Source: an optimization exercise on an open RTL-to-GDS flow (aim: small area). Production flows keep margins and buffers that such runs may drop. Only simulation tests tie the RTL to the original design; equivalence was not proved.

## flow/design.v (module list and top-level ports; edited modules follow where they fit)
// module ram_rc: 27 lines
// module dualram: 38 lines
// module mult11sx8s: 728 lines
// module mult8ux8s: 633 lines
// module mult12sx8u: 185 lines
// module adder12s: 414 lines
// module adder14rs: 563 lines
// module bfa: 6 lines
// module bha: 6 lines
// module dctreg2x8xn: 69 lines
// module dctq_controller: 266 lines
// module dctqtop: 94 lines
module dctqtop(
 clk,
 reset_n,
 start,
 di,
 din_valid,
 wa,
 be,
 hold,
 ready,
 dctq,
 dctq_valid,
 addr
 ) ;
 input clk ;
 input reset_n ;
 input start ;
 input din_valid ;
 input hold ;
 input [63:0] di ;
 input [2:0] wa ;
 input [7:0] be ;
 output ready ;
 output [8:0] dctq ;
 output dctq_valid ;
 output [5:0] addr ;
 wire rnw ;
 wire encnt2 ;
 wire [5:0] cnt1_reg ;
 wire [2:0] cnt2_reg ;
 wire [2:0] cnt3_reg ;
 wire [5:0] cnt4_reg ;
 wire [63:0] col ;
 wire [15:0] rsel ;
 wire [39:0] u1 ;
 wire [2:0] ms1 ;
 wire [10:0] din_next ;
 wire [10:0] qr0, qr1, qr2, qr3, qr4, qr5, qr6, qr7 ;
 wire [47:0] u2 ;
 wire [2:0] ms2 ;
 wire [11:0] dct_next ;
 wire [8:0] dctq_next ;
 reg [39:0] u1_reg ;           
 reg [2:0] ms1_reg ;           
 reg [2:0] k1_reg ;            
 reg [14*11-1:0] din_pipe ;    
 reg [2:0] cnt3_d1, cnt3_d2 ;  
 reg [47:0] u2_reg ;           
 reg [2:0] ms2_reg ;           
 reg [2:0] k2_reg ;            
 reg [12*12-1:0] dct_pipe ;    
 reg [9*9-1:0] dctq_pipe ;     
 dualram dualram1 ( .clk(clk), .rnw(rnw), .be(be), .sel(rsel),
  .wa(wa), .di(di), .din_valid(din_valid), .dout(col) ) ;
 adder12s first_a ( .x(col), .k(cnt1_reg[5:3]), .u(u1), .msum(ms1) ) ;
 always @ (posedge clk)
 begin
  u1_reg <= u1 ;
  ms1_reg <= ms1 ;
  k1_reg <= cnt1_reg[5:3] ;
 end
 mult8ux8s first_b ( .u(u1_reg), .msum(ms1_reg), .k(k1_reg), .din(din_next) ) ;
 always @ (posedge clk)
  din_pipe <= {din_pipe[13*11-1:0], din_next} ;
  // ...
==> flow/run.sh <==
#!/bin/bash
# synth_recipe.tcl (not shown) runs the flow's synth.tcl, then flattens the netlist and writes it again
# the make line also repeats each setting of config.mk as NAME=value (left out here)
make -C /OpenROAD-flow-scripts/flow DESIGN_CONFIG=/design/flow/config.mk WORK_HOME=/design/flow/orfs CLKGATE_MAP_FILE= SYNTH_SCRIPT=/design/flow/synth_recipe.tcl finish
==> flow/config.mk <==
export PLATFORM = sky130hd
export DESIGN_NAME = dctqtop
export DESIGN_NICKNAME = dctqtop
export VERILOG_FILES = /design/flow/design.v
export SDC_FILE = /design/flow/constraint.sdc
export NUM_CORES = 4
export LEC_CHECK = 0
export CAP_MARGIN = 20
export CORE_MARGIN = 2
export CORE_UTILIZATION = 65
export CTS_CLUSTER_DIAMETER = 80
export CTS_CLUSTER_SIZE = 30
export SLEW_MARGIN = 20
==> flow/constraint.sdc <==
create_clock -name core_clock -period 8.0 [get_ports {clk}]
set_input_delay 1.6000 -clock core_clock [delete_from_list [all_inputs] [get_ports {clk}]]
set_output_delay 1.6000 -clock core_clock [all_outputs]
set_load 0.01 [all_outputs]
==> summary.md, run 1 <==
| Metric | Value |
|---|---|
| Fillcell total | 8668 |
| # rows | 130 |
| Final nets | 6972 |
| Outcome | timing/DRC/antenna clean |
| Worst Hold Path Cells | 0 |
| Storage cell area | 0.0467 mm^2 |
| Root buffer cell | clkbuf_16 |
| DR top layer | met5 |
| Largest family of logic cells by synthesized area | adder cells |
| #FFs+latches synth | 1725 |
| Fmax | 131 MHz |
| Tcrit/Tclk final | 0.957 |
| Seq/total area | 0.527 |
| Synth Area in Simple Gates | 0.0482 |
| First-pass GRT wire length | 361000 um |
| Worst path max stage delay | 0.53 ns |
| Post-CTS setup buffers | 2 |
| Final ANT Viol Nets | 0 |
| IO buf count | 96 |
| Initial core utilization | 0.655 |
| RSZ-0062 raised after global routing | true |
| Crit-path leading delay family | adder cells |
| Post-synthesis mux area share | 0.00526 |
| Area of the multi-input gates | around 0.032 mm^2 |
| Met3 usage | 0.0874 |
| Critical path type | flop to flop |
| Drt drc | 0 |
==> inputs of run 2 (changes only) <==
--- a/flow/config.mk
+++ b/flow/config.mk
@@ -5,9 +5,11 @@
 export SDC_FILE = /design/flow/constraint.sdc
 export NUM_CORES = 4
 export LEC_CHECK = 0
+export ABC_AREA = 1
 export CAP_MARGIN = 20
 export CORE_MARGIN = 2
 export CORE_UTILIZATION = 65
 export CTS_CLUSTER_DIAMETER = 80
 export CTS_CLUSTER_SIZE = 30
 export SLEW_MARGIN = 20
+export TNS_END_PERCENT = 5
==> run 2 against run 1 <==
Against the previous run:
- core utilization down 0.59 points
- largest cell class unchanged
- final cell count is 5.0% higher
- design area shrank 1.1%
- via count rose by 0.91%
- global-route usage rose by 1.1 points
- clock skew fell by 0.032 ns
- flip-flop and latch count did not move
- count of clock-buffer cells in the layout decreased by 11
- routed wire length is 2.2% higher
==> summary.md, run 2 <==
| Metric | Value |
|---|---|
| Hpwl dp | 184000 um |
| # hold bufs at CTS | 0 |
| Post-synth EDFFs | 1189 |
| WP data required | 8.65 ns |
| Commonest non-fill, non-tap cells in the layout | edfxtp_1, inv_1, nand2_1, fa_1, dfxtp_1 |
| Synth Cell Area | 0.0817 mm^2 |
| Vias per cell | 6.34 |
| Clock skew | 0.0635 ns |
| # rows | 130 (unchanged) |
| Post-synthesis xor/xnor area fraction | 0.0618 |
| Largest family of logic cells by synthesized area | adder cells |
| Worst-Margin Slew | 1.32 ns |
| WHS Endpoint | dctq_pipe[60] |
| Worst Hold Path Cells | 0 (unchanged) |
| Fin crit period | 7.60 ns |
| Final nets | 7395 (+6.1%) |
| Area grow syn2layout | 7.35% |
| # setup viols final | 0 |
| Final core utilization | 0.700 |
| Hold Vio Cnt, Final | 0 |
| Worst path max stage delay | 0.59 ns (+0.06 ns) |
| Hold_sp | dctq_pipe[51] |
| Outcome | timing/DRC/antenna clean |
| Post-synthesis mux area share | 0.000276 (-0.00499) |
| CTS tree | yes |
| Share of cells above drive strength 1 | 0.0573 |
| Largest net degree at the start of global routing | 59 |
| Post-synth top area share | 0.437 |
| Most instantiated cells after synthesis | edfxtp_1, inv_1, nand2_1 |
| Max-slew headroom | 0.121 |
| Total Wirelength | 255000 um |
| Crit path capture type | flop |
| Drt drc | 0 (unchanged) |
| Die Y | 359 um |
| Initial antenna violation count | 14 |
| Root buffer cell | clkbuf_16 |
| Synthesized instance count | 6496 |
| #FFs+latches synth | 1725 (unchanged) |
| Synth Area in Adders | 0.158 |
| Most common cell after layout, fill and taps aside | edfxtp_1 |
| Worst r2r path cells | 33 |
| Core area | approximately 0.13 mm^2 |
| Die Area | ~0.13 mm^2 |
| Top cells by area, synth | edfxtp_1, fa_1, dfxtp_1 |
| Critical path type | flop to flop |
| CTS Buffer Depth | 3 |
| Worst Path Arrival | 8.25 ns |
| CP Max Fanout | 10 |
| Most common cell on crit path | fa_1 |
| Area of the multi-input gates | 0.0304 mm^2 (-4.2%) |
| Worst-Skew Late Latency | 0.76 ns |
| Final ANT Viol Nets | 0 (unchanged) |
| Max Slew Vio Count | 0 |
| Clock-pin slew on the worst setup and hold paths | 0.10 ns |
| Avg Cell Area, Syn | between 10 and 15 um^2 |
| Sink Count | 1725 |
| Crit path max-delay cell type | fa_1 |
| Fmax | 132 MHz (+0.76%) |
| Fillcell total | 8756 (+1.0%) |
| Biggest area consumer among synthesized cells | edfxtp_1 |
| Most common cell in the netlist | edfxtp_1 |
| Post-synthesis sequential area ratio | 0.571 |
| Initial core utilization | 0.652 (-0.00267) |
| End of the worst register-to-register path | din_pipe[10] |
| RSZ-0062 raised after global routing | false |
| Synth Area in Compound Gates | 0.0877 |
| Reg2reg setup slack | 0.40 ns |
| Crit path launch type | flop |
| H-tree depth | 3 |
| Die X | between 300 and 400 um |
| Setup TNS | 0 ns |
| Ports | 97 |
| Biggest regs | dualram1.ram1.g_row.row: 512 flops, dualram1.ram2.g_row.row: 512 flops, din_pipe: 154 flops |
| Top FF cell, synth | edfxtp_1 |
| Fraction of registers with async set/reset | 0.0296 |
| Syn. warnings | 4 |
| Min-delay worst type | flop to flop |
| Synth Net Count | 7292 |
| Tcrit/Tclk final | 0.950 (-0.00720) |
| First-pass GRT wire length | 362000 um (+0.17%) |
| Initial DRC Count | 7405 |
| IO buf count | 96 (unchanged) |
| TritonRoute pass-1 iters | 7 |
| Total track usage | 0.402 |
| Storage cell area | 0.0467 mm^2 (about the same) |
| Critical R2R Launch | k1_reg[0] |
| Routed vias | 52700 |
| Synth unique cells | between 60 and 70 |
| Drt wl/cell | a little over 30 um |
| Synth Area in Simple Gates | 0.0635 (+0.0154) |
| CTS Buf Count | just over 80 |
| GPL Wtd Cong | 1.02 |
| Total grt overflow | 0 |
| Max_cap viols | 0 |
| Number of global-route vias before repair | 52300 |
[run 2: changes by cell type after synthesis, moves of 165 or more]
cell and change:
a22oi_1 -523, nor2_1 +242, o22ai_1 +269, inv_1 +270
xnor2_1 -317, clkbuf_1 -165, nand2_1 +452, xor2_1 +309
and2_1 -176
[run 2: timing repair]
action | 4_1_cts | 5_1_grt
resized for setup | 0 | 16
setup buffers | 0 | 0
endpoints found under the setup margin | 0 | 4
[run 2: cell families after synthesis]
logic type	count (synthesis)
compound gates	1011
xor+xnor	576
fa+ha+maj	720
buf+inv	1184
flops	1725
mux	2
simple gates	1278
[run 2: how the worst max path moves through the flow]
stage                     startpoint           end  slack (ns)  cells past startpoint
after global routing       k2_reg[0]  dct_pipe[10]        0.03                     32
final                      k1_reg[0]  din_pipe[10]        0.40                     33
after detailed placement   k2_reg[0]  dct_pipe[10]        0.19                     29
after CTS                  k2_reg[0]  dct_pipe[10]        0.16                     29
after floorplan            k1_reg[1]  din_pipe[10]        0.49                     36
after global placement     k2_reg[0]  dct_pipe[10]        0.35                     29
[run 2: routing by layer]
layer | global-route usage | wire length, um
met1 | 0.517 | 89800
met2 | 0.619 | 116000
met3 | 0.0786 | 27300
met4 | 0.285 | 22100
met5 | 0 | 71
[run 2: worst max-delay path, delay by kind of cell (launching register included)]
kind / cells / cell delay [ns]
AND/OR/NAND/NOR: 6 / 0.61
AO/OA/AOI/OAI: 9 / 1.42
adder cells (fa/ha/maj): 9 / 4.05
XOR/XNOR: 2 / 0.34
flip-flops: 1 / 0.40
buffers and inverters: 7 / 0.67
[run 2: final cells by class]
cell class | count | area share
flip-flops and latches | 1725 | 0.533
multi-input cells | 3587 | 0.347
inverters | 946 | 0.0406
repair buffers | 258 | 0.0251
clock buffers | 100 | 0.0244
well taps | 1650 | 0.0235
clock inverters | 36 | 0.00690
diodes | 7 | 0.000200
[run 2: through the flow]
step / setup WS, ns / cell area, um^2 / hold slack [ns] / cells
finish: 0.399 / 87700 / 0.317 / 8309
global route: 0.0276 / 87700 / 0.328 / 8302
CTS: 0.164 / 87600 / 0.318 / 8296
detailed placement: 0.192 / 84900 / 0.312 / 8160
global placement: 0.350 / 84800 / 0.310 / 8158
floorplan: 0.494 / 81700 / 0.310 / 6496
==> inputs of run 3 (changes only) <==
--- a/flow/config.mk
+++ b/flow/config.mk
@@ -12,4 +12,3 @@
 export CTS_CLUSTER_DIAMETER = 80
 export CTS_CLUSTER_SIZE = 30
 export SLEW_MARGIN = 20
-export TNS_END_PERCENT = 5
==> run 3 against run 2 <==
Against the previous run:
- still clean on timing, DRC and antenna
- register-to-register slack barely moved
- design area is the same
- maximum frequency did not move
- sequential share of layout area unchanged
- non-clock buffer count is the same
- synthesized cell count stayed put
- critical path depth is the same
- clock skew unchanged
- core utilization stayed put
- setup slack did not move
- flip-flop and latch count did not move
- critical path type unchanged
==> summary.md, run 3 <==
| Metric | Value |
|---|---|
| Initial DRC Count | 7405 (unchanged) |
| Drt wl/cell | 30.7 um (unchanged) |
| Post-synth EDFFs | 1189 (unchanged) |
| Top FF cell, synth | edfxtp_1 |
| CP Max Fanout | 10 (unchanged) |
| Crit path capture type | flop |
| Worst Path Arrival | 8.25 ns (about the same) |
| Post-synth top area share | 0.437 (unchanged) |
| Hold Vio Cnt, Final | 0 (unchanged) |
| Fin crit period | 7.60 ns (unchanged) |
| First-pass GRT wire length | 362000 um (unchanged) |
| Share of cells above drive strength 1 | 0.0573 (unchanged) |
| Area grow syn2layout | 7.35% (unchanged) |
| Number of global-route vias before repair | 52300 (unchanged) |
| # hold bufs at CTS | 0 (unchanged) |
| WP data required | 8.65 ns (about the same) |
| Initial antenna violation count | 14 (unchanged) |
| Post-CTS setup buffers | 0 (unchanged) |
| Fmax | 132 MHz (unchanged) |
| Avg Cell Area, Syn | 12.6 um^2 (unchanged) |
| Worst-Margin Slew | 1.32 ns (unchanged) |
| Max_cap viols | 0 (unchanged) |
| Crit path max-delay cell type | fa_1 |
| CTS Buf Count | 81 (unchanged) |
| Commonest non-fill, non-tap cells in the layout | edfxtp_1, inv_1, nand2_1, fa_1, dfxtp_1 |
| Min Hold Slack | 0.317 ns (unchanged) |
| Die Area | 0.129 mm^2 (unchanged) |
| Top cells by area, synth | edfxtp_1, fa_1, dfxtp_1 |
| # rows | 130 (unchanged) |
| Final nets | 7395 (unchanged) |
| Buf/Inv on CP | 7 (unchanged) |
| # setup viols final | 0 (unchanged) |
| Drt drc | 0 (unchanged) |
| Ports | 97 (unchanged) |
| Setup TNS | 0 ns (unchanged) |
| Root buffer cell | clkbuf_16 |
| GPL Wtd Cong | 1.02 (unchanged) |
| Crit path launch type | flop |
| H-tree depth | 3 (unchanged) |
| Synth unique cells | 64 (unchanged) |
| Biggest regs | dualram1.ram1.g_row.row: 512 flops, dualram1.ram2.g_row.row: 512 flops, din_pipe: 154 flops |
| Hpwl dp | 184000 um (unchanged) |
| Most common cell in the netlist | edfxtp_1 |
| Syn. warnings | 4 (unchanged) |
| Critical path type | flop to flop |
| #FFs+latches synth | 1725 (unchanged) |
| Fin cells | 8309 (unchanged) |
| Max-slew headroom | 0.121 (unchanged) |
| Synth Net Count | 7292 (unchanged) |
| Core area | 0.125 mm^2 (unchanged) |
| IO buf count | 96 (unchanged) |
| Dpl cells | 8160 (unchanged) |
| RSZ-0062 raised after global routing | false |
| Largest net degree at the start of global routing | 59 (unchanged) |
| Total grt overflow | 0 (unchanged) |
| Max Slew Vio Count | 0 (unchanged) |
| CTS Buffer Depth | 3 (unchanged) |
| Crit-path leading delay family | adder cells |
| Sink Count | 1725 (unchanged) |
| Synthesized instance count | 6496 (unchanged) |
| Die Y | 359 um (unchanged) |
| Worst-Skew Late Latency | 0.76 ns (about the same) |
| Most instantiated cells after synthesis | edfxtp_1, inv_1, nand2_1 |
| Area of the multi-input gates | 0.0304 mm^2 (unchanged) |
| Synth Cell Area | 0.0817 mm^2 (unchanged) |
| TritonRoute pass-1 iters | 7 (unchanged) |
| Total Wirelength | 255000 um (unchanged) |
| Final core utilization | 0.700 (unchanged) |
| Tcrit/Tclk final | 0.950 (unchanged) |
| Most common cell after layout, fill and taps aside | edfxtp_1 |
| Biggest area consumer among synthesized cells | edfxtp_1 |
| Storage cell area | 0.0467 mm^2 (unchanged) |
| Final ANT Viol Nets | 0 (unchanged) |
| Outcome | timing/DRC/antenna clean |
| Fraction of registers with async set/reset | 0.0296 (unchanged) |
| Vias per cell | 6.34 (unchanged) |
| Total track usage | 0.402 (unchanged) |
| Fillcell total | 8756 (unchanged) |
| CTS tree | yes |
| Clock-pin slew on the worst setup and hold paths | 0.10 ns (about the same) |
| Routed vias | 52700 (unchanged) |
| Worst path max stage delay | 0.59 ns (about the same) |
| Reg2reg setup slack | 0.40 ns (about the same) |
| Most common cell on crit path | fa_1 |
| Post-synthesis sequential area ratio | 0.571 (unchanged) |
| Clock skew | 0.0635 ns (unchanged) |
| Min-delay worst type | flop to flop |
| Initial core utilization | 0.652 (unchanged) |
| Die X | 359 um (unchanged) |
## run 3: cell counts after synthesis
Identical to the previous run, type by type.
## run 3: layer usage
metal,track usage,up-vias,routed length [um]
met3,0.0786,772,27300
met5,0,-,71
li1,-,22300,-
met2,0.619,3531,116000
met4,0.285,8,22100
met1,0.517,26100,89800
## run 3: stage by stage
stage	worst slack, ns	cell area, um^2
3_5_place_dp	0.192	84900
3_3_place_gp	0.350	84800
6_report	0.399	87700
4_1_cts	0.164	87600
2_1_floorplan	0.494	81700
5_1_grt	0.0276	87700
## run 3: area by class of cell
type	count	area share
antenna	7	0.000200
clock buffer	100	0.0244
clock inverter	36	0.00690
inverter	946	0.0406
multi-input combinational	3587	0.347
sequential	1725	0.533
tap	1650	0.0235
timing repair buffer	258	0.0251
## run 3: repair_timing
action	in CTS	in global routing
setup endpoints to repair	0	4
endpoints found under the hold margin	0	0
resized for setup	0	16
## run 3: worst paths after layout
kind / start / end / cells past startpoint
worst min register to register: dctq_pipe[51] / dctq_pipe[60] / 0
worst min-delay path: dctq_pipe[51] / dctq_pipe[60] / 0
max in group asynchronous: reset_n / dctq_control1.rsel[7] / 2
min in group asynchronous: reset_n / dctq_control1.dctq_valid / 2
worst max register to register: k1_reg[0] / din_pipe[10] / 33
worst max-delay path: k1_reg[0] / din_pipe[10] / 33
## run 3: cells by family (layout without fill, tap and decap cells)
kind of cell | count (synthesis) | in the layout | synth area share
xor gates and xnor gates | 576 | 576 | 0.0618
buffers and inverters | 1184 | 1340 | 0.0573
other | 0 | 7 | 0
DFF | 1725 | 1725 | 0.571
muxes | 2 | 2 | 0.000276
adders and majority gates | 720 | 720 | 0.158
AOI/OAI and AO/OA | 1011 | 1011 | 0.0877
and+or+nand+nor | 1278 | 1278 | 0.0635
==> inputs of run 4 (changes only) <==
--- a/flow/config.mk
+++ b/flow/config.mk
@@ -8,7 +8,7 @@
 export ABC_AREA = 1
 export CAP_MARGIN = 20
 export CORE_MARGIN = 2
-export CORE_UTILIZATION = 65
+export CORE_UTILIZATION = 76
 export CTS_CLUSTER_DIAMETER = 80
 export CTS_CLUSTER_SIZE = 30
 export SLEW_MARGIN = 20
==> run 4 against run 3 <==
Against the previous run:
- global-route usage rose by 7.8 points
- first-iteration DRC count grew 27%
- via count is 5.2% higher
- flip-flop and latch count stayed put
- sequential share of layout area is 0.55 points higher
- critical path type unchanged
- largest cell class unchanged
==> summary.md, run 4 <==
| Metric | Value |
|---|---|
| Outcome | timing/DRC/antenna clean |
| Vias per cell | 6.89 (+8.7%) |
| Biggest area consumer among synthesized cells | edfxtp_1 |
| CP Max Fanout | 30 (+20) |
| Post-synth EDFFs | 1189 (unchanged) |
| Number of global-route vias before repair | 56600 (+8.2%) |
| Placement Cell Area | 0.0842 mm^2 (-0.71%) |
| First-pass GRT wire length | 377000 um (+4.1%) |
| Largest net degree at the start of global routing | 63 (+6.8%) |
| RSZ-0062 raised after global routing | true |
| Critical path type | flop to flop |
| Crit path launch type | flop |
| Fin crit period | 7.84 ns (+0.239 ns) |
| Crit path capture type | flop |
| Hold Vio Cnt, Final | 0 (unchanged) |
| WP data required | 8.59 ns (-0.06 ns) |
| Fmax | 128 MHz (-3.1%) |
| Initial DRC Count | 9396 (+27%) |
| Max Slew Vio Count | 0 (unchanged) |
| Initial antenna violation count | 22 (+8) |
| Most instantiated cells after synthesis | edfxtp_1, inv_1, nand2_1 |
| Fillcell total | 5652 (-35%) |
| Setup WS post-layout | 0.159 ns (-0.239 ns) |
| Met2 usage in global routing | 0.699 (+0.0797) |
| Dpl cells | 7875 (-3.5%) |
| Syn. warnings | 4 (unchanged) |
| Drt drc | 0 (unchanged) |
| Die X | 332 um (-7.4%) |
| # setup viols final | 0 (unchanged) |
| CTS tree | yes |
| Clock skew | 0.0542 ns (-0.00921 ns) |
| Layer with the highest usage | met2 |
| #FFs+latches synth | 1725 (unchanged) |
| Final ANT Viol Nets | 0 (unchanged) |
| CTS Buf Count | 75 (-7.4%) |
| Final nets | 7352 (-0.58%) |
| Root buffer cell | clkbuf_16 |
| TritonRoute pass-1 iters | 9 (+2) |
| Post-synthesis sequential area ratio | 0.571 (unchanged) |
| Most common cell in the netlist | edfxtp_1 |
| Area grow syn2layout | 6.26% |
| H-tree depth | 3 (unchanged) |
| Clock-pin slew on the worst setup and hold paths | 0.11 ns (about the same) |
| CTS Buffer Depth | 3 (unchanged) |
| Initial core utilization | 0.764 (+0.112) |
| Total grt overflow | 0 (unchanged) |
| Synthesized instance count | 6496 (unchanged) |
| Ports | 97 (unchanged) |
| Top FF cell, synth | edfxtp_1 |
| Fin cells | 8041 (-3.2%) |
| Fraction of registers with async set/reset | 0.0296 (unchanged) |
| Routed vias | 55400 (+5.2%) |
| Synth Net Count | 7292 (unchanged) |
| Avg Cell Area, Syn | 12.6 um^2 (unchanged) |
| Design area | 0.0868 mm^2 (-1.0%) |
| Sink Count | 1725 (unchanged) |
| Die Y | 332 um (-7.4%) |
| Tcrit/Tclk final | 0.980 (+0.0299) |
| Reg2reg setup slack | 0.16 ns (-0.24 ns) |
| Dpl ws | -0.0639 ns (-0.255 ns) |
| Most common cell after layout, fill and taps aside | edfxtp_1 |
| Worst-Margin Slew | 1.42 ns (+0.100 ns) |
| # rows | 120 (-7.7%) |
| Hpwl dp | 180000 um (-2.2%) |
| IO buf count | 96 (unchanged) |
| Post-CTS setup buffers | 0 (unchanged) |
| Synth Cell Area | 0.0817 mm^2 (unchanged) |
| Worst Path Arrival | 8.43 ns (+0.18 ns) |
| Max-slew headroom | 0.0537 (-0.0669) |
| # hold bufs at CTS | 0 (unchanged) |
| Biggest regs | dualram1.ram1.g_row.row: 512 flops, dualram1.ram2.g_row.row: 512 flops, din_pipe: 154 flops |
| Post-synth top area share | 0.437 (unchanged) |
| Drt wl/cell | 32.4 um (+5.4%) |
| Synth unique cells | 64 (unchanged) |
| Met1 usage | 0.594 (+0.0776) |
| GPL Wtd Cong | 1.02 (+0.16%) |
| Share of cells above drive strength 1 | 0.0517 (-0.00558) |
| Worst-Skew Late Latency | 0.74 ns (-0.02 ns) |
| Die Area | 0.110 mm^2 (-14%) |
| Core area | 0.107 mm^2 (-15%) |
| Top cells by area, synth | edfxtp_1, fa_1, dfxtp_1 |
| Met3 usage | 0.179 (+0.100) |
| Min-delay worst type | flop to flop |
| Total Wirelength | 260000 um (+2.0%) |
| Commonest non-fill, non-tap cells in the layout | edfxtp_1, inv_1, nand2_1, fa_1, dfxtp_1 |
| Total track usage | 0.480 (+0.0782) |
| Max_cap viols | 0 (unchanged) |
-- run 4: cell count changes in the layout (fill, tap and decap cells not counted), moves of 8 or more --
cell and change:
clkbuf_1 +23, diode_2 +15, buf_4 -31, buf_2 +8
clkdlybuf4s50_1 -11
-- run 4: layout make-up --
cell class	instances	area (um^2)	share of cell area
sequential	1725	46700	0.538
inverter	946	3560	0.0410
antenna	22	55.1	0.000634
timing repair buffer	221	1850	0.0214
tap	1403	1760	0.0202
clock buffer	117	2080	0.0239
clock inverter	20	362	0.00416
multi-input combinational	3587	30400	0.351
-- run 4: critical path, stage by stage, from the launching register on --
cell	delay, ns
dfrtp_2	0.69
buf_4	0.39
a22o_1	0.28
nor2_1	0.85
nand4_1	0.56
nor2_1	0.59
nor2_1	0.09
ha_1	0.29
inv_1	0.05
fa_1	0.40
xnor2_1	0.19
xor2_1	0.22
xnor2_1	0.13
fa_1	0.49
inv_1	0.05
fa_1	0.35
inv_1	0.08
fa_1	0.42
inv_1	0.09
fa_1	0.45
fa_1	0.48
fa_1	0.51
-- run 4: cells by family after synthesis --
family,Yosys count,share of synthesized area
AO/OA/AOI/OAI,1011,0.0877
XOR/XNOR,576,0.0618
flip-flops,1725,0.571
AND/OR/NAND/NOR,1278,0.0635
adder cells (fa/ha/maj),720,0.158
multiplexers,2,0.000276
buffers and inverters,1184,0.0573
-- run 4: metrics by stage --
step,hold slack [ns],utilization,TNS [ns]
final,0.323,0.812,0
after CTS,0.321,0.811,0
after global placement,0.310,0.788,0
after global routing,0.330,0.812,-0.0327
after floorplan,0.310,-,0
after detailed placement,0.312,0.788,-0.0639
-- run 4: final timing paths --
kind,start,end,depth (start not counted)
worst max-delay path,dctq_control1.rsel[0],ms1_reg[1],21
worst min-delay path,dct_pipe[17],dct_pipe[29],0
worst max register to register,dctq_control1.rsel[0],ms1_reg[1],21
worst min register to register,dct_pipe[17],dct_pipe[29],0
max in group asynchronous,reset_n,dctq_control1.rsel[4],2
min in group asynchronous,reset_n,dctq_control1.addr[1],2
-- run 4: what timing repair did --
item | 4_1_cts | 5_1_grt
setup endpoints to repair | 1 | 4
hold endpoints to repair | 0 | 0
gates resized for setup | 6 | 21
pin swaps | 0 | 1
-- run 4: metal layers --
metal | wire length [um] | vias to the layer above
li1 | - | 22200
met1 | 82100 | 26400
met2 | 112000 | 5404
met3 | 41300 | 1368
met4 | 24800 | 10
met5 | 66 | -
==> inputs of run 5 (changes only) <==
--- a/flow/config.mk
+++ b/flow/config.mk
@@ -8,7 +8,8 @@
 export ABC_AREA = 1
 export CAP_MARGIN = 20
 export CORE_MARGIN = 2
-export CORE_UTILIZATION = 76
+export CORE_UTILIZATION = 65
 export CTS_CLUSTER_DIAMETER = 80
 export CTS_CLUSTER_SIZE = 30
+export PLACE_DENSITY = 0.8
 export SLEW_MARGIN = 20
==> run 5 against run 4 <==
Against the previous run:
- flip-flop and latch count unchanged
- setup slack better by 0.30 ns
- global-route usage is 9.8 points lower
- critical endpoint is now dct_pipe[10]
==> summary.md, run 5 <==
| Metric | Value |
|---|---|
| Initial core utilization | 0.652 (-0.112) |
| Drt drc | 0 (unchanged) |
| Worst path max stage delay | 0.52 ns (-0.33 ns) |
| Biggest area consumer among synthesized cells | edfxtp_1 |
| Post-synthesis mux area share | 0.000276 (unchanged) |
| Area grow syn2layout | 7.05% |
| Post-CTS setup buffers | 0 (unchanged) |
| Fmax | 133 MHz (+4.0%) |
| Synth Cell Area | 0.0817 mm^2 (unchanged) |
| Synthesized instance count | 6496 (unchanged) |
| # rows | 130 (+8.3%) |
| Root buffer cell | clkbuf_16 |
| Worst-Margin Slew | 1.36 ns (-0.0567 ns) |
| Synth Area in Compound Gates | 0.0877 (unchanged) |
| Post-synthesis xor/xnor area fraction | 0.0618 (unchanged) |
| Hold Vio Cnt, Final | 0 (unchanged) |
| # setup viols final | 0 (unchanged) |
| CTS tree | yes |
| Largest net degree at the start of global routing | 64 (+1.6%) |
| Top cells by area, synth | edfxtp_1, fa_1, dfxtp_1 |
| Top FF cell, synth | edfxtp_1 |
| First-pass GRT wire length | 350000 um (-7.2%) |
| Min Hold Slack | 0.310 ns (-0.0134 ns) |
| Share of cells above drive strength 1 | 0.0561 (+0.00442) |
| Dpl ws | 0.318 ns (+0.382 ns) |
| Setup WS post-layout | 0.462 ns (+0.302 ns) |
| Ports | 97 (unchanged) |
| Clock skew | 0.111 ns (+0.0563 ns) |
| # hold bufs at CTS | 0 (unchanged) |
| Synth Area in Adders | 0.158 (unchanged) |
| RSZ-0062 raised after global routing | false |
| #FFs+latches synth | 1725 (unchanged) |
| Clock-pin slew on the worst setup and hold paths | 0.11 ns (about the same) |
| Initial DRC Count | 7502 (-20%) |
| Synth Area in Simple Gates | 0.0635 (unchanged) |
| Die X | 359 um (+8.0%) |
| Synth Net Count | 7292 (unchanged) |
| Sink Count | 1725 (unchanged) |
| Max-slew headroom | 0.0915 (+0.0379) |
| Final nets | 7385 (+0.45%) |
| Most instantiated cells after synthesis | edfxtp_1, inv_1, nand2_1 |
| Initial antenna violation count | 24 (+9.1%) |
| GPL Wtd Cong | 1.01 (-0.98%) |
| Max_cap viols | 0 (unchanged) |
| Outcome | timing/DRC/antenna clean |
| Fraction of registers with async set/reset | 0.0296 (unchanged) |
| H-tree depth | 3 (unchanged) |
| Total Wirelength | 243000 um (-6.6%) |
| Dpl cells | 8158 (+3.6%) |
| Number of global-route vias before repair | 52700 (-7.0%) |
| IO buf count | 96 (unchanged) |
| Routed vias | 53000 (-4.4%) |
| Synth unique cells | 64 (unchanged) |
| Max Slew Vio Count | 0 (unchanged) |
| Post-synth top area share | 0.437 (unchanged) |
| CP Max Fanout | 11 (-63%) |
| Worst-Skew Late Latency | 0.78 ns (+0.04 ns) |
| Avg Cell Area, Syn | 12.6 um^2 (unchanged) |
| WP data required | 8.68 ns (+0.09 ns) |
| CTS Buffer Depth | 3 (unchanged) |
| Post-synthesis sequential area ratio | 0.571 (unchanged) |
| Hpwl dp | 174000 um (-3.3%) |
| Die Y | 359 um (+8.0%) |
| Fin cells | 8301 (+3.2%) |
| Crit path capture type | flop |
| Core area | 0.125 mm^2 (+17%) |
| Setup TNS | 0 ns (unchanged) |
| Crit path max-delay cell type | fa_1 |
| TritonRoute pass-1 iters | 7 (-2) |
| Vias per cell | 6.38 (-7.4%) |
| Crit path launch type | flop |
| Syn. warnings | 4 (unchanged) |
| Final ANT Viol Nets | 0 (unchanged) |
| Final core utilization | 0.698 (-0.114) |
| Biggest regs | dualram1.ram1.g_row.row: 512 flops, dualram1.ram2.g_row.row: 512 flops, din_pipe: 154 flops |
| Tcrit/Tclk final | 0.942 (-0.0378) |
| Most common cell after layout, fill and taps aside | edfxtp_1 |
| Total track usage | 0.382 (-0.0985) |
| Commonest non-fill, non-tap cells in the layout | edfxtp_1, inv_1, nand2_1, fa_1, dfxtp_1 |
| Fin crit period | 7.54 ns (-0.302 ns) |
| Total grt overflow | 0 (unchanged) |
| CTS Buf Count | 79 (+5.3%) |
| Critical path type | flop to flop |
| Worst Path Arrival | 8.22 ns (-0.21 ns) |
| Min-delay worst type | flop to flop |
| Die Area | 0.129 mm^2 (+17%) |
| Post-synth EDFFs | 1189 (unchanged) |
| Largest family of logic cells by synthesized area | adder cells |
| Placement Cell Area | 0.0848 mm^2 (+0.64%) |
| Reg2reg setup slack | 0.46 ns (+0.30 ns) |
| Design area | 0.0875 mm^2 (+0.75%) |
| Most common cell in the netlist | edfxtp_1 |
| Drt wl/cell | 29.3 um (-9.5%) |
-- run 5: cell counts after synthesis --
Identical to the previous run, type by type.
-- run 5: path summary, 6_finish.rpt --
path                         startpoint                     to  depth (start not counted)
min in group asynchronous       reset_n  dctq_control1.addr[2]                          2
max in group asynchronous       reset_n  dctq_control1.rsel[0]                          2
max reg2reg                   k2_reg[0]           dct_pipe[10]                         33
min reg2reg                din_pipe[52]           din_pipe[63]                          0
min                        din_pipe[52]           din_pipe[63]                          0
max                           k2_reg[0]           dct_pipe[10]                         33
-- run 5: critical path: cells and delay by family (launching register included) --
kind	cells	cell delay, ns
simple gates	8	1.13
buf+inv	8	0.70
xor+xnor	2	0.32
fa+ha+maj	9	4.00
compound gates	6	0.88
flops	1	0.40
-- run 5: final cells by class --
class                   count  area (um^2)
flip-flops and latches   1725        46700
fillers                  8615        37800
multi-input cells        3587        30400
inverters                 946         3560
clock buffers             105         2070
well taps                1650         2060
repair buffers            250         2050
clock inverters            34          626
diodes                      4         10.0
-- run 5: repair_timing --
action,CTS,global route
endpoints found under the setup margin,0,4
endpoints found under the hold margin,0,0
gates resized for setup,0,16
-- run 5: per-layer routing --
metal / wire length [um] / vias up / track usage
met2: 106000 / 3856 / 0.564
met1: 86900 / 26000 / 0.513
li1: - / 22200 / -
met4: 19500 / 14 / 0.243
met3: 30800 / 870 / 0.0912
met5: 97 / - / 0
-- run 5: kinds of logic after synthesis --
kind of cell,after synthesis
DFF,1725
and+or+nand+nor,1278
buffers and inverters,1184
AOI/OAI and AO/OA,1011
adders and majority gates,720
xor gates and xnor gates,576
muxes,2
==> inputs of run 6 (changes only) <==
--- a/flow/config.mk
+++ b/flow/config.mk
@@ -8,7 +8,7 @@
 export ABC_AREA = 1
 export CAP_MARGIN = 20
 export CORE_MARGIN = 2
-export CORE_UTILIZATION = 65
+export CORE_UTILIZATION = 72
 export CTS_CLUSTER_DIAMETER = 80
 export CTS_CLUSTER_SIZE = 30
 export PLACE_DENSITY = 0.8
==> run 6 against run 5 <==
Against the previous run:
- first-iteration DRC count grew 16%
- via count grew 3.3%
- maximum frequency shrank 1.8%
- routed wire length grew 6.7%
- count of clock-buffer cells in the layout grew 5
- global-route usage grew 6.8 points
- sequential share of layout area grew 0.18 points
- non-clock buffer count grew 9
- critical path type unchanged
- highest routed layer unchanged
==> summary.md, run 6 <==
| Metric | Value |
|---|---|
| Outcome | timing/DRC/antenna clean |
| Syn. warnings | 4 (unchanged) |
| Crit path capture type | flop |
| Largest net degree at the start of global routing | 71 (+11%) |
| Total Wirelength | 259000 um (+6.7%) |
| Storage cell area | 0.0467 mm^2 (about the same) |
| # setup viols final | 0 (unchanged) |
| Routed vias | 54700 (+3.3%) |
| Post-synth top area share | 0.437 (unchanged) |
| DR top layer | met5 |
| CTS tree | yes |
| Worst-Skew Late Latency | 0.73 ns (-0.05 ns) |
| Synth Net Count | 7292 (unchanged) |
| Most common cell after layout, fill and taps aside | edfxtp_1 |
| GPL Wtd Cong | 1.01 (about the same) |
| CTS Buffer Depth | 3 (unchanged) |
| Avg Cell Area, Syn | 12.6 um^2 (unchanged) |
| Critical R2R Launch | k2_reg[0] |
| Synth unique cells | 64 (unchanged) |
| Share of cells above drive strength 1 | 0.0550 (-0.00108) |
| Worst path max stage delay | 0.53 ns (about the same) |
| Worst setup endpoint | dct_pipe[10] |
| Final core utilization | 0.775 (+0.0764) |
| H-tree depth | 3 (unchanged) |
| Hold Vio Cnt, Final | 0 (unchanged) |
| Total grt overflow | 0 (unchanged) |
| Commonest non-fill, non-tap cells in the layout | edfxtp_1, inv_1, nand2_1, fa_1, dfxtp_1 |
| Final nets | 7390 (+0.068%) |
| Biggest regs | dualram1.ram1.g_row.row: 512 flops, dualram1.ram2.g_row.row: 512 flops, din_pipe: 154 flops |
| Die X | 341 um (-4.9%) |
| Crit path launch type | flop |
| Most instantiated cells after synthesis | edfxtp_1, inv_1, nand2_1 |
| Worst-Margin Slew | 1.41 ns (+0.0477 ns) |
| Biggest area consumer among synthesized cells | edfxtp_1 |
| Min-delay worst type | flop to flop |
| Max Slew Vio Count | 0 (unchanged) |
| Initial DRC Count | 8725 (+16%) |
| Fin crit period | 7.68 ns (+0.138 ns) |
| Reg2reg setup slack | 0.32 ns (-0.14 ns) |
| Root buffer cell | clkbuf_16 |
| Design area | 0.0872 mm^2 (-0.35%) |
| CTS Buf Count | 75 (-5.1%) |
| Sink Count | 1725 (unchanged) |
| # rows | 123 (-5.4%) |
| Synth Cell Area | 0.0817 mm^2 (unchanged) |
| Synthesized instance count | 6496 (unchanged) |
| Critical path type | flop to flop |
| Die Y | 341 um (-4.9%) |
| Fillcell total | 6661 (-23%) |
| Area of the multi-input gates | 0.0304 mm^2 (+0.11%) |
| Area grow syn2layout | 6.68% |
| Fmax | 130 MHz (-1.8%) |
| Most common cell on crit path | fa_1 |
| First-pass GRT wire length | 371000 um (+6.0%) |
| Max_cap viols | 0 (unchanged) |
| RSZ-0062 raised after global routing | true |
| End of the worst register-to-register path | dct_pipe[10] |
| Dpl ws | 0.258 ns (-0.0605 ns) |
| IO buf count | 96 (unchanged) |
| Worst Path Arrival | 8.32 ns (+0.10 ns) |
| TritonRoute pass-1 iters | 7 (unchanged) |
| WP data required | 8.64 ns (-0.04 ns) |
| Vias per cell | 6.71 (+5.1%) |
| Ports | 97 (unchanged) |
| Fraction of registers with async set/reset | 0.0296 (unchanged) |
| Total track usage | 0.450 (+0.0682) |
| CP Max Fanout | 13 (+2) |
| Most common cell in the netlist | edfxtp_1 |
| Final ANT Viol Nets | 0 (unchanged) |
| Met3 Routed Length | 38300 um (+24%) |
| Number of global-route vias before repair | 55500 (+5.4%) |
| Crit path max-delay cell type | fa_1 |
| Dpl cells | 8007 (-1.9%) |
| Post-synthesis sequential area ratio | 0.571 (unchanged) |
| Placement Cell Area | 0.0846 mm^2 (-0.18%) |
| Tcrit/Tclk final | 0.960 (+0.0173) |
| Core area | 0.112 mm^2 (-10%) |
| Initial core utilization | 0.726 (+0.0739) |
| Met2 wire len | 112000 um (+6.1%) |
| Setup WS post-layout | 0.324 ns (-0.138 ns) |
| Worst r2r path cells | 32 (-3.0%) |
| Top FF cell, synth | edfxtp_1 |
| Initial antenna violation count | 24 (unchanged) |
| Hpwl dp | 183000 um (+5.2%) |
| Clock skew | 0.0490 ns (-0.0616 ns) |
| Crit. Startpoint | k2_reg[0] |
| WP depth | 32 (-3.0%) |
| Drt wl/cell | 31.8 um (+8.6%) |
| Crit-path leading delay family | adder cells |
| Worst Hold Path Cells | 0 (unchanged) |
| Clock-pin slew on the worst setup and hold paths | 0.11 ns (about the same) |
| Buf/Inv on CP | 5 (-3) |
| Post-synth EDFFs | 1189 (unchanged) |
| Top cells by area, synth | edfxtp_1, fa_1, dfxtp_1 |
| Die Area | 0.116 mm^2 (-9.6%) |
| Max-slew headroom | 0.0596 (-0.0319) |
| Fin cells | 8157 (-1.7%) |
| Metal-1 WL | 87400 um (+0.51%) |
| Drt drc | 0 (unchanged) |
| #FFs+latches synth | 1725 (unchanged) |
run 6: cell counts after synthesis:
Identical to the previous run, type by type.
run 6: what timing repair did:
item,in CTS,in global routing
endpoints found under the setup margin,0,3
resized for setup,0,10
setup buffers,0,2
hold buffers,0,0
run 6: worst min-delay path by stage:
stage                   from             to  slack, ns
6_report       din_pipe[127]  din_pipe[138]       0.32
5_1_grt         dct_pipe[84]   dct_pipe[96]       0.33
4_1_cts         din_pipe[23]   din_pipe[34]       0.32
3_5_place_dp    dct_pipe[44]   dct_pipe[56]       0.31
3_3_place_gp   dct_pipe[125]  dct_pipe[137]       0.31
2_1_floorplan     cnt3_d1[0]     cnt3_d2[0]       0.31
run 6: layout make-up:
type                       instances  share of cell area
timing repair buffer             259              0.0249
clock buffer                     110              0.0238
inverter                         946              0.0408
sequential                      1725               0.536
clock inverter                    23             0.00399
tap                             1500              0.0215
multi-input combinational       3587               0.349
antenna                            7            0.000201
run 6: cell families after synthesis:
group                    after synthesis  synth area share
multiplexers                           2          0.000276
AO/OA/AOI/OAI                       1011            0.0877
XOR/XNOR                             576            0.0618
buffers and inverters               1184            0.0573
adder cells (fa/ha/maj)              720             0.158
flip-flops                          1725             0.571
AND/OR/NAND/NOR                     1278            0.0635
run 6: metrics by stage:
| stage | setup TNS, ns | hold slack, ns |
|---|---|---|
| 2_1_floorplan | 0 | 0.310 |
| 3_3_place_gp | 0 | 0.310 |
| 5_1_grt | -0.0100 | 0.326 |
| 4_1_cts | 0 | 0.323 |
| 6_report | 0 | 0.319 |
| 3_5_place_dp | 0 | 0.312 |
run 6: metal layers:
| metal | global-route usage | vias to the layer above |
|---|---|---|
| li1 | - | 22300 |
| met5 | 0 | - |
| met1 | 0.588 | 26500 |
| met4 | 0.292 | 14 |
| met2 | 0.660 | 4795 |
| met3 | 0.139 | 1120 |
==> inputs of run 7 (changes only) <==
--- a/flow/config.mk
+++ b/flow/config.mk
@@ -11,5 +11,4 @@
 export CORE_UTILIZATION = 72
 export CTS_CLUSTER_DIAMETER = 80
 export CTS_CLUSTER_SIZE = 30
-export PLACE_DENSITY = 0.8
 export SLEW_MARGIN = 20
==> run 7 against run 6 <==
Against the previous run:
- still clean on timing, DRC and antenna
- register-to-register slack improved by 0.05 ns
- global-route usage decreased by 2.5 points
- core utilization decreased by 0.13 points
- sequential share of layout area increased by 0.087 points
- design area decreased by 0.16%
- first-iteration DRC count decreased by 6.8%
- routed wire length decreased by 6.2%
- critical endpoint unchanged
==> summary.md, run 7 <==
| Metric | Value |
|---|---|
| Outcome | timing/DRC/antenna clean |
| Max Slew Vio Count | 0 (unchanged) |
| # rows | 123 (unchanged) |
| Synth Net Count | 7292 (unchanged) |
| Crit path launch type | flop |
| Tcrit/Tclk final | 0.953 (-0.00619) |
| Synth Cell Area | 0.0817 mm^2 (unchanged) |
| Core area | 0.112 mm^2 (unchanged) |
| Fmax | 131 MHz (+0.65%) |
| #FFs+latches synth | 1725 (unchanged) |
| Final core utilization | 0.774 (-0.00126) |
| Drt wl/cell | 29.9 um (-5.9%) |
| Biggest area consumer among synthesized cells | edfxtp_1 |
| Buf/Inv on CP | 6 (+1) |
| Routed vias | 53000 (-3.1%) |
| Max_cap viols | 0 (unchanged) |
| Hold_sp | din_pipe[85] |
| Synth Area in Adders | 0.158 (unchanged) |
| Sink Count | 1725 (unchanged) |
| CP Max Fanout | 20 (+7) |
| Total Wirelength | 243000 um (-6.2%) |
| Reg2reg setup slack | 0.37 ns (+0.05 ns) |
| Initial core utilization | 0.726 (unchanged) |
| Crit. Startpoint | k2_reg[0] |
| Synth Area in Simple Gates | 0.0635 (unchanged) |
| H-tree depth | 3 (unchanged) |
| Min Hold Slack | 0.324 ns (+0.00501 ns) |
| Post-synth EDFFs | 1189 (unchanged) |
| Die X | 341 um (unchanged) |
| Min-delay worst type | flop to flop |
| Number of global-route vias before repair | 53300 (-3.9%) |
| RSZ-0062 raised after global routing | false |
| Post-CTS setup buffers | 0 (unchanged) |
| Worst path max stage delay | 0.51 ns (-0.02 ns) |
| Dpl ws | 0.236 ns (-0.0223 ns) |
| Hpwl dp | 175000 um (-4.6%) |
| Worst-Skew Late Latency | 0.74 ns (about the same) |
| CTS Buffer Depth | 3 (unchanged) |
| Fraction of registers with async set/reset | 0.0296 (unchanged) |
| Most instantiated cells after synthesis | edfxtp_1, inv_1, nand2_1 |
| First-pass GRT wire length | 352000 um (-5.1%) |
| Setup TNS | 0 ns (unchanged) |
| WP data required | 8.63 ns (about the same) |
| End of the worst register-to-register path | dct_pipe[10] |
| Setup WS post-layout | 0.373 ns (+0.0495 ns) |
| Largest family of logic cells by synthesized area | adder cells |
| Crit path capture type | flop |
| Avg Cell Area, Syn | 12.6 um^2 (unchanged) |
| Critical R2R Launch | k2_reg[0] |
| Worst Path Arrival | 8.26 ns (-0.06 ns) |
| Top cells by area, synth | edfxtp_1, fa_1, dfxtp_1 |
| Syn. warnings | 4 (unchanged) |
| Crit-path leading delay family | adder cells |
| Commonest non-fill, non-tap cells in the layout | edfxtp_1, inv_1, nand2_1, fa_1, dfxtp_1 |
| Synth unique cells | 64 (unchanged) |
| Drt drc | 0 (unchanged) |
| Synth Area in Compound Gates | 0.0877 (unchanged) |
| Most common cell after layout, fill and taps aside | edfxtp_1 |
| Worst r2r path cells | 31 (-3.1%) |
| Critical path type | flop to flop |
| Final ANT Viol Nets | 0 (unchanged) |
| GPL Wtd Cong | 1.04 (+3.1%) |
| Worst-Margin Slew | 1.33 ns (-0.0809 ns) |
| Post-synthesis xor/xnor area fraction | 0.0618 (unchanged) |
| Initial DRC Count | 8134 (-6.8%) |
| Area grow syn2layout | 6.50% |
| Total track usage | 0.425 (-0.0250) |
| Post-synthesis mux area share | 0.000276 (unchanged) |
| Die Y | 341 um (unchanged) |
| CTS Buf Count | 76 (+1.3%) |
| Post-synth top area share | 0.437 (unchanged) |
| Top FF cell, synth | edfxtp_1 |
| # setup viols final | 0 (unchanged) |
| Fin crit period | 7.63 ns (-0.0495 ns) |
| IO buf count | 96 (unchanged) |
| WHS Endpoint | din_pipe[96] |
| Clock skew | 0.0439 ns (-0.00509 ns) |
| Clock-pin slew on the worst setup and hold paths | 0.11 ns (about the same) |
| Synthesized instance count | 6496 (unchanged) |
| Biggest regs | dualram1.ram1.g_row.row: 512 flops, dualram1.ram2.g_row.row: 512 flops, din_pipe: 154 flops |
| Hold Vio Cnt, Final | 0 (unchanged) |
| Share of cells above drive strength 1 | 0.0519 (-0.00309) |
| Vias per cell | 6.52 (-2.7%) |
| Largest net degree at the start of global routing | 66 (-7.0%) |
| Worst Hold Path Cells | 0 (unchanged) |
| Crit path max-delay cell type | fa_1 |
| CTS tree | yes |
| Initial antenna violation count | 18 (-25%) |
| Max-slew headroom | 0.114 (+0.0541) |
| Most common cell on crit path | fa_1 |
| Post-synthesis sequential area ratio | 0.571 (unchanged) |
| Die Area | 0.116 mm^2 (unchanged) |
| Total grt overflow | 0 (unchanged) |
| TritonRoute pass-1 iters | 7 (unchanged) |
| Final nets | 7363 (-0.37%) |
| Root buffer cell | clkbuf_16 |
| Ports | 97 (unchanged) |
| Most common cell in the netlist | edfxtp_1 |
-- run 7: repair_timing --
action                     4_1_cts  5_1_grt
setup endpoints to repair        0        4
resized for setup                0       16
hold endpoints to repair         0        0
hold buffers                     0        0
-- run 7: routing by layer --
layer  track usage  part of all wire  vias to the layer above
li1              -                 -                    22200
met1         0.557              0.35                    25800
met2         0.617              0.43                     4127
met3         0.131              0.14                      927
met4         0.282             0.082                       12
met5       0.00899           0.00087                        -
-- run 7: how the worst max path moves through the flow --
stage / to / slack (ns) / cells past startpoint
finish: dct_pipe[10] / 0.37 / 31
global route: dct_pipe[10] / 0.0003 / 31
CTS: dct_pipe[10] / 0.21 / 32
detailed placement: dct_pipe[10] / 0.24 / 32
global placement: dct_pipe[10] / 0.47 / 32
floorplan: din_pipe[10] / 0.49 / 36
-- run 7: layout make-up --
| type | count | area [um^2] |
|---|---|---|
| Fill cell | 6817 | 25500 |
| Antenna cell | 5 | 12.5 |
| Tap cell | 1500 | 1880 |
| Clock buffer | 107 | 2050 |
| Timing Repair Buffer | 231 | 1950 |
| Multi-Input combinational cell | 3587 | 30400 |
| Sequential cell | 1725 | 46700 |
| Clock inverter | 26 | 453 |
| Inverter | 946 | 3560 |
-- run 7: per-stage QoR --
step                      cells  instance area, um^2
after global placement     7984                84500
after CTS                  8117                87000
after floorplan            6496                81700
final                      8127                87000
after detailed placement   7984                84400
after global routing       8122                87000
-- run 7: cells by family after synthesis --
group / Yosys count
flip-flops: 1725
AND/OR/NAND/NOR: 1278
buffers and inverters: 1184
AO/OA/AOI/OAI: 1011
adder cells (fa/ha/maj): 720
XOR/XNOR: 576
multiplexers: 2
==> inputs of run 8 (changes only) <==
--- a/flow/config.mk
+++ b/flow/config.mk
@@ -11,4 +11,5 @@
 export CORE_UTILIZATION = 72
 export CTS_CLUSTER_DIAMETER = 80
 export CTS_CLUSTER_SIZE = 30
+export GPL_ROUTABILITY_DRIVEN = 0
 export SLEW_MARGIN = 20
==> run 8 against run 7 <==
Against the previous run:
- count of clock-buffer cells in the layout is 2 lower
- global-route usage is 0.73 points lower
- first-iteration DRC count is 2.8% higher
- die area stayed put
- final cell count hardly changed
- synthesized cell count stayed put
- highest routed layer unchanged
- flip-flop and latch count stayed put
- critical path type unchanged
- maximum frequency hardly changed
==> summary.md, run 8 <==
| Metric | Value |
|---|---|
| Outcome | timing/DRC/antenna clean |
| Drt wl/cell | 29.5 um (-1.4%) |
| Largest net degree at the start of global routing | 63 (-4.5%) |
| Dpl cells | 7988 (+0.050%) |
| Min-delay worst type | flop to flop |
| Top FF cell, synth | edfxtp_1 |
| Post-synth top area share | 0.437 (unchanged) |
| Worst-Skew Late Latency | 0.71 ns (-0.03 ns) |
| Fin cells | 8122 (-0.062%) |
| Share of cells above drive strength 1 | 0.0497 (-0.00222) |
| Worst path max stage delay | 0.55 ns (+0.04 ns) |
| Total grt overflow | 0 (unchanged) |
| Largest family of logic cells by synthesized area | adder cells |
| Worst setup endpoint | dct_pipe[10] |
| Design area | 0.0868 mm^2 (-0.27%) |
| Hpwl dp | 171000 um (-2.1%) |
| Number of global-route vias before repair | 52900 (-0.75%) |
| Final nets | 7363 (unchanged) |
| Max Slew Vio Count | 0 (unchanged) |
| TritonRoute pass-1 iters | 8 (+1) |
| Clock-pin slew on the worst setup and hold paths | 0.10 ns (about the same) |
| Min Hold Slack | 0.302 ns (-0.0221 ns) |
| Most common cell in the netlist | edfxtp_1 |
| Total Wirelength | 240000 um (-1.4%) |
| Synth Cell Area | 0.0817 mm^2 (unchanged) |
| CTS Buffer Depth | 3 (unchanged) |
| RSZ-0062 raised after global routing | false |
| Most instantiated cells after synthesis | edfxtp_1, inv_1, nand2_1 |
| Most common cell on crit path | fa_1 |
| DR top layer | met5 |
| Core area | 0.112 mm^2 (unchanged) |
| Synth Area in Simple Gates | 0.0635 (unchanged) |
| Setup TNS | 0 ns (unchanged) |
| Crit. Startpoint | k2_reg[0] |
| Initial antenna violation count | 22 (+4) |
| Biggest area consumer among synthesized cells | edfxtp_1 |
| Crit path launch type | flop |
| Most common cell after layout, fill and taps aside | edfxtp_1 |
| Initial core utilization | 0.726 (unchanged) |
| #FFs+latches synth | 1725 (unchanged) |
| Crit path max-delay cell type | fa_1 |
| Syn. warnings | 4 (unchanged) |
| Post-synthesis sequential area ratio | 0.571 (unchanged) |
| # rows | 123 (unchanged) |
| End of the worst register-to-register path | dct_pipe[10] |
| Worst Path Arrival | 8.23 ns (-0.03 ns) |
| Post-CTS setup buffers | 0 (unchanged) |
| Total track usage | 0.417 (-0.00725) |
| Worst-Margin Slew | 1.38 ns (+0.0573 ns) |
| Drt drc | 0 (unchanged) |
| Avg Cell Area, Syn | 12.6 um^2 (unchanged) |
| Metal-1 WL | 82700 um (-1.8%) |
| Final core utilization | 0.771 (-0.00209) |
| Max_cap viols | 0 (unchanged) |
| CTS tree | yes |
| Post-synthesis mux area share | 0.000276 (unchanged) |
| Area grow syn2layout | 6.22% |
| Hold Vio Cnt, Final | 0 (unchanged) |
| Die X | 341 um (unchanged) |
| Placement Cell Area | 0.0845 mm^2 (about the same) |
| Final ANT Viol Nets | 0 (unchanged) |
| Root buffer cell | clkbuf_16 |
| Synth Area in Adders | 0.158 (unchanged) |
| Reg2reg setup slack | 0.37 ns (about the same) |
| H-tree depth | 3 (unchanged) |
| Fillcell total | 7063 (+3.6%) |
| # setup viols final | 0 (unchanged) |
| Vias per cell | 6.54 (+0.25%) |
| Commonest non-fill, non-tap cells in the layout | edfxtp_1, inv_1, nand2_1, fa_1, dfxtp_1 |
| Die Y | 341 um (unchanged) |
| CP Max Fanout | 12 (-40%) |
| Fraction of registers with async set/reset | 0.0296 (unchanged) |
| Initial DRC Count | 8365 (+2.8%) |
| Post-synth EDFFs | 1189 (unchanged) |
| Fin crit period | 7.63 ns (-0.000904 ns) |
| First-pass GRT wire length | 347000 um (-1.3%) |
| Synth Net Count | 7292 (unchanged) |
| Max-slew headroom | 0.0754 (-0.0383) |
| IO buf count | 96 (unchanged) |
| Biggest regs | dualram1.ram1.g_row.row: 512 flops, dualram1.ram2.g_row.row: 512 flops, din_pipe: 154 flops |
| Critical path type | flop to flop |
| Worst r2r path cells | 31 (unchanged) |
| Routed vias | 53100 (+0.19%) |
| Synth Area in Compound Gates | 0.0877 (unchanged) |
| Top cells by area, synth | edfxtp_1, fa_1, dfxtp_1 |
| Tcrit/Tclk final | 0.953 (about the same) |
| Sink Count | 1725 (unchanged) |
| CTS Buf Count | 74 (-2.6%) |
| Die Area | 0.116 mm^2 (unchanged) |
| Clock skew | 0.0554 ns (+0.0115 ns) |
| Ports | 97 (unchanged) |
| Met3 Routed Length | 31400 um (-6.6%) |
| Synth unique cells | 64 (unchanged) |
| Post-synthesis xor/xnor area fraction | 0.0618 (unchanged) |
| Met2 wire len | 105000 um (-0.14%) |
| Synthesized instance count | 6496 (unchanged) |
| Crit path capture type | flop |
| WP data required | 8.60 ns (-0.03 ns) |
| Fmax | 131 MHz (about the same) |
| Critical R2R Launch | k2_reg[0] |
## run 8: cell counts after synthesis
No cell type changed its count.
## run 8: cells by family (layout without fill, tap and decap cells)
| kind of cell | after synthesis | after routing |
|---|---|---|
| compound gates | 1011 | 1011 |
| fa+ha+maj | 720 | 720 |
| mux | 2 | 2 |
| flops | 1725 | 1725 |
| xor+xnor | 576 | 576 |
| other cells | 0 | 6 |
| buf+inv | 1184 | 1304 |
| simple gates | 1278 | 1278 |
## run 8: worst max-delay path, delay by kind of cell (launching register included)
kind / cells / cell delay, ns
AND/OR/NAND/NOR: 7 / 0.65
AO/OA/AOI/OAI: 7 / 1.18
flip-flops: 1 / 0.44
buffers and inverters: 6 / 0.76
adder cells (fa/ha/maj): 9 / 4.15
XOR/XNOR: 2 / 0.35
## run 8: per-stage QoR
step | setup WS [ns]
detailed placement | 0.244
global route | 0.00987
finish | 0.374
global placement | 0.510
CTS | 0.159
floorplan | 0.494
## run 8: metal layers
| layer | GRT usage | vias up |
|---|---|---|
| met2 | 0.621 | 4159 |
| met1 | 0.556 | 25800 |
| li1 | - | 22200 |
| met4 | 0.283 | 14 |
| met3 | 0.0964 | 947 |
| met5 | 0 | - |
## run 8: worst min-delay path by stage
stage | startpoint | to | slack, ns | cells past startpoint
global route | din_pipe[3] | din_pipe[14] | 0.29 | 0
floorplan | cnt3_d1[0] | cnt3_d2[0] | 0.31 | 0
finish | din_pipe[3] | din_pipe[14] | 0.30 | 0
CTS | din_pipe[3] | din_pipe[14] | 0.30 | 0
detailed placement | dct_pipe[106] | dct_pipe[118] | 0.31 | 0
global placement | din_pipe[109] | din_pipe[120] | 0.31 | 0
## run 8: cell type report
type / count / area [um^2] / area share
clock inverters: 20 / 305 / 0.00352
repair buffers: 233 / 1960 / 0.0225
well taps: 1500 / 1880 / 0.0216
flip-flops and latches: 1725 / 46700 / 0.538
clock buffers: 105 / 1990 / 0.0229
diodes: 6 / 15.0 / 0.000173
inverters: 946 / 3560 / 0.0410
multi-input cells: 3587 / 30400 / 0.350
## run 8: repair_timing
item,4_1_cts,5_1_grt
resized for setup,0,12
hold buffers,0,0
endpoints found under the setup margin,0,5
==> inputs of run 9 (changes only) <==
--- a/flow/config.mk
+++ b/flow/config.mk
@@ -9,7 +9,7 @@
 export CAP_MARGIN = 20
 export CORE_MARGIN = 2
 export CORE_UTILIZATION = 72
+export CTS_BUF_LIST = sky130_fd_sc_hd__clkbuf_8 sky130_fd_sc_hd__clkbuf_16
 export CTS_CLUSTER_DIAMETER = 80
 export CTS_CLUSTER_SIZE = 30
-export GPL_ROUTABILITY_DRIVEN = 0
 export SLEW_MARGIN = 20
==> run 9 against run 8 <==
Against the previous run:
- still clean
- global-route usage increased by 0.73 points
- hold slack better by 0.022 ns
- routed wire length is 1.6% higher
- largest cell class unchanged
- highest routed layer unchanged
==> summary.md, run 9 <==
| Metric | Value |
|---|---|
| Outcome | timing/DRC/antenna clean |
| # setup viols final | 0 (unchanged) |
| Max-slew headroom | 0.117 (+0.0413) |
| Worst r2r path cells | 31 (unchanged) |
| Fmax | 131 MHz (-0.16%) |
| Critical path type | flop to flop |
| Largest net degree at the start of global routing | 66 (+4.8%) |
| Max_cap viols | 0 (unchanged) |
| Setup TNS | 0 ns (unchanged) |
| Setup WS post-layout | 0.362 ns (-0.0123 ns) |
| Sink Count | 1725 (unchanged) |
| # hold bufs at CTS | 0 (unchanged) |
| Met3 Routed Length | 33500 um (+6.8%) |
| Hold Vio Cnt, Final | 0 (unchanged) |
| Worst-Skew Late Latency | 0.74 ns (+0.03 ns) |
| Most common cell in the netlist | edfxtp_1 |
| Met2 wire len | 105000 um (+0.14%) |
| Vias per cell | 6.53 (-0.15%) |
| Design area | 0.0870 mm^2 (+0.27%) |
| Clock-pin slew on the worst setup and hold paths | 0.11 ns (about the same) |
| RSZ-0062 raised after global routing | false |
| Initial DRC Count | 8186 (-2.1%) |
| Avg Cell Area, Syn | 12.6 um^2 (unchanged) |
| Metal-1 WL | 84300 um (+2.0%) |
| Synthesized instance count | 6496 (unchanged) |
| Synth Cell Area | 0.0817 mm^2 (unchanged) |
| Ports | 97 (unchanged) |
| Crit path max-delay cell type | fa_1 |
| H-tree depth | 3 (unchanged) |
| Crit path capture type | flop |
| Hpwl dp | 175000 um (+2.2%) |
| CTS Buf Count | 76 (+2.7%) |
| Root buffer cell | clkbuf_16 |
| Crit path launch type | flop |
| Worst Path Arrival | 8.27 ns (+0.04 ns) |
| DR top layer | met5 |
| CTS tree | yes |
| Initial core utilization | 0.726 (unchanged) |
| Worst path max stage delay | 0.54 ns (about the same) |
| CTS Buffer Depth | 3 (unchanged) |
| Initial antenna violation count | 18 (-18%) |
| Fraction of registers with async set/reset | 0.0296 (unchanged) |
| Min-delay worst type | flop to flop |
| WP data required | 8.63 ns (+0.03 ns) |
| Most instantiated cells after synthesis | edfxtp_1, inv_1, nand2_1 |
| Total grt overflow | 0 (unchanged) |
==> run 9: what timing repair did <==
item / 4_1_cts / 5_1_grt
gates resized for setup: 0 / 16
setup endpoints to repair: 0 / 4
endpoints found under the hold margin: 0 / 0
==> run 9: final timing paths <==
path                                       endpoint  slack, ns         start
setup / recovery                       dct_pipe[10]       0.36     k2_reg[1]
hold / removal                         din_pipe[96]       0.32  din_pipe[85]
setup reg to reg                       dct_pipe[10]       0.36     k2_reg[1]
hold reg to reg                        din_pipe[96]       0.32  din_pipe[85]
max in group asynchronous     dctq_control1.rsel[3]       6.38       reset_n
min in group asynchronous  dctq_control1.dctq_valid       1.04       reset_n
==> run 9: cell type report <==
| cell class | count | area, um^2 | area share |
|---|---|---|---|
| repair buffers | 231 | 1950 | 0.0224 |
| multi-input cells | 3587 | 30400 | 0.349 |
| inverters | 946 | 3560 | 0.0409 |
| diodes | 6 | 15.0 | 0.000173 |
| clock buffers | 78 | 1940 | 0.0223 |
| clock inverters | 55 | 562 | 0.00646 |
| flip-flops and latches | 1725 | 46700 | 0.537 |
| well taps | 1500 | 1880 | 0.0216 |
==> run 9: cell families after synthesis <==
group                    count (synthesis)  share of synthesized area
multiplexers                             2                   0.000276
adder cells (fa/ha/maj)                720                      0.158
AND/OR/NAND/NOR                       1278                     0.0635
flip-flops                            1725                      0.571
buffers and inverters                 1184                     0.0573
XOR/XNOR                               576                     0.0618
AO/OA/AOI/OAI                         1011                     0.0877
==> run 9: stage by stage <==
| step | hold slack (ns) | util | cells |
|---|---|---|---|
| after floorplan | 0.310 | - | 6496 |
| after detailed placement | 0.312 | 0.751 | 7984 |
| after global placement | 0.310 | 0.751 | 7984 |
| after CTS | 0.327 | 0.773 | 8117 |
| final | 0.324 | 0.774 | 8128 |
| after global routing | 0.326 | 0.773 | 8122 |
==> run 9: critical path, delay by kind of cell (launching register included) <==
kind                       cells  cell delay, ns
AOI/OAI and AO/OA              6            1.07
xor gates and xnor gates       2            0.37
adders and majority gates      9            4.08
buffers and inverters          6            0.77
DFF                            1            0.33
and+or+nand+nor                8            0.98
==> run 9: layer usage <==
metal,vias up,GRT usage
met5,-,0.00899
met2,4170,0.617
li1,22200,-
met1,25700,0.557
met4,14,0.282
met3,953,0.131

## static timing again, ports no longer ideal
Ports are ideal in the flow. The routed layouts listed here were re-timed in OpenROAD. Step 1 assumes that a clkbuf_16 drives the clock port and a buf_2 every other input. Step 2 also shifts input and output timing later by t, the mid clock arrival at the registers, as if the neighbouring blocks saw the same clock. a / b / c = no drivers / after step 1 / after step 2; a / b = the first two.
run	shift t [ns]	slack for setup (ns)	worst hold slack (ns)	worst setup path after step 2
run 1	0.815	0.341 / 0.341 / 0.341	0.324 / 0.324 / 0.324	register to register
run 2	0.808	0.399 / 0.399 / 0.399	0.317 / 0.317 / 0.317	register to register
run 3	0.808	0.399 / 0.399 / 0.399	0.317 / 0.317 / 0.317	register to register
run 4	0.793	0.159 / 0.159 / 0.159	0.323 / 0.323 / 0.323	register to register
run 5	0.804	0.462 / 0.462 / 0.462	0.310 / 0.310 / 0.310	register to register
run 6	0.785	0.324 / 0.324 / 0.324	0.319 / 0.319 / 0.319	register to register
run 7	0.791	0.373 / 0.373 / 0.373	0.324 / 0.324 / 0.324	register to register
run 8	0.756	0.374 / 0.374 / 0.374	0.302 / 0.302 / 0.302	register to register
run 9	0.795	0.362 / 0.362 / 0.362	0.324 / 0.324 / 0.324	register to register
After both steps setup and hold are still met in every run listed.
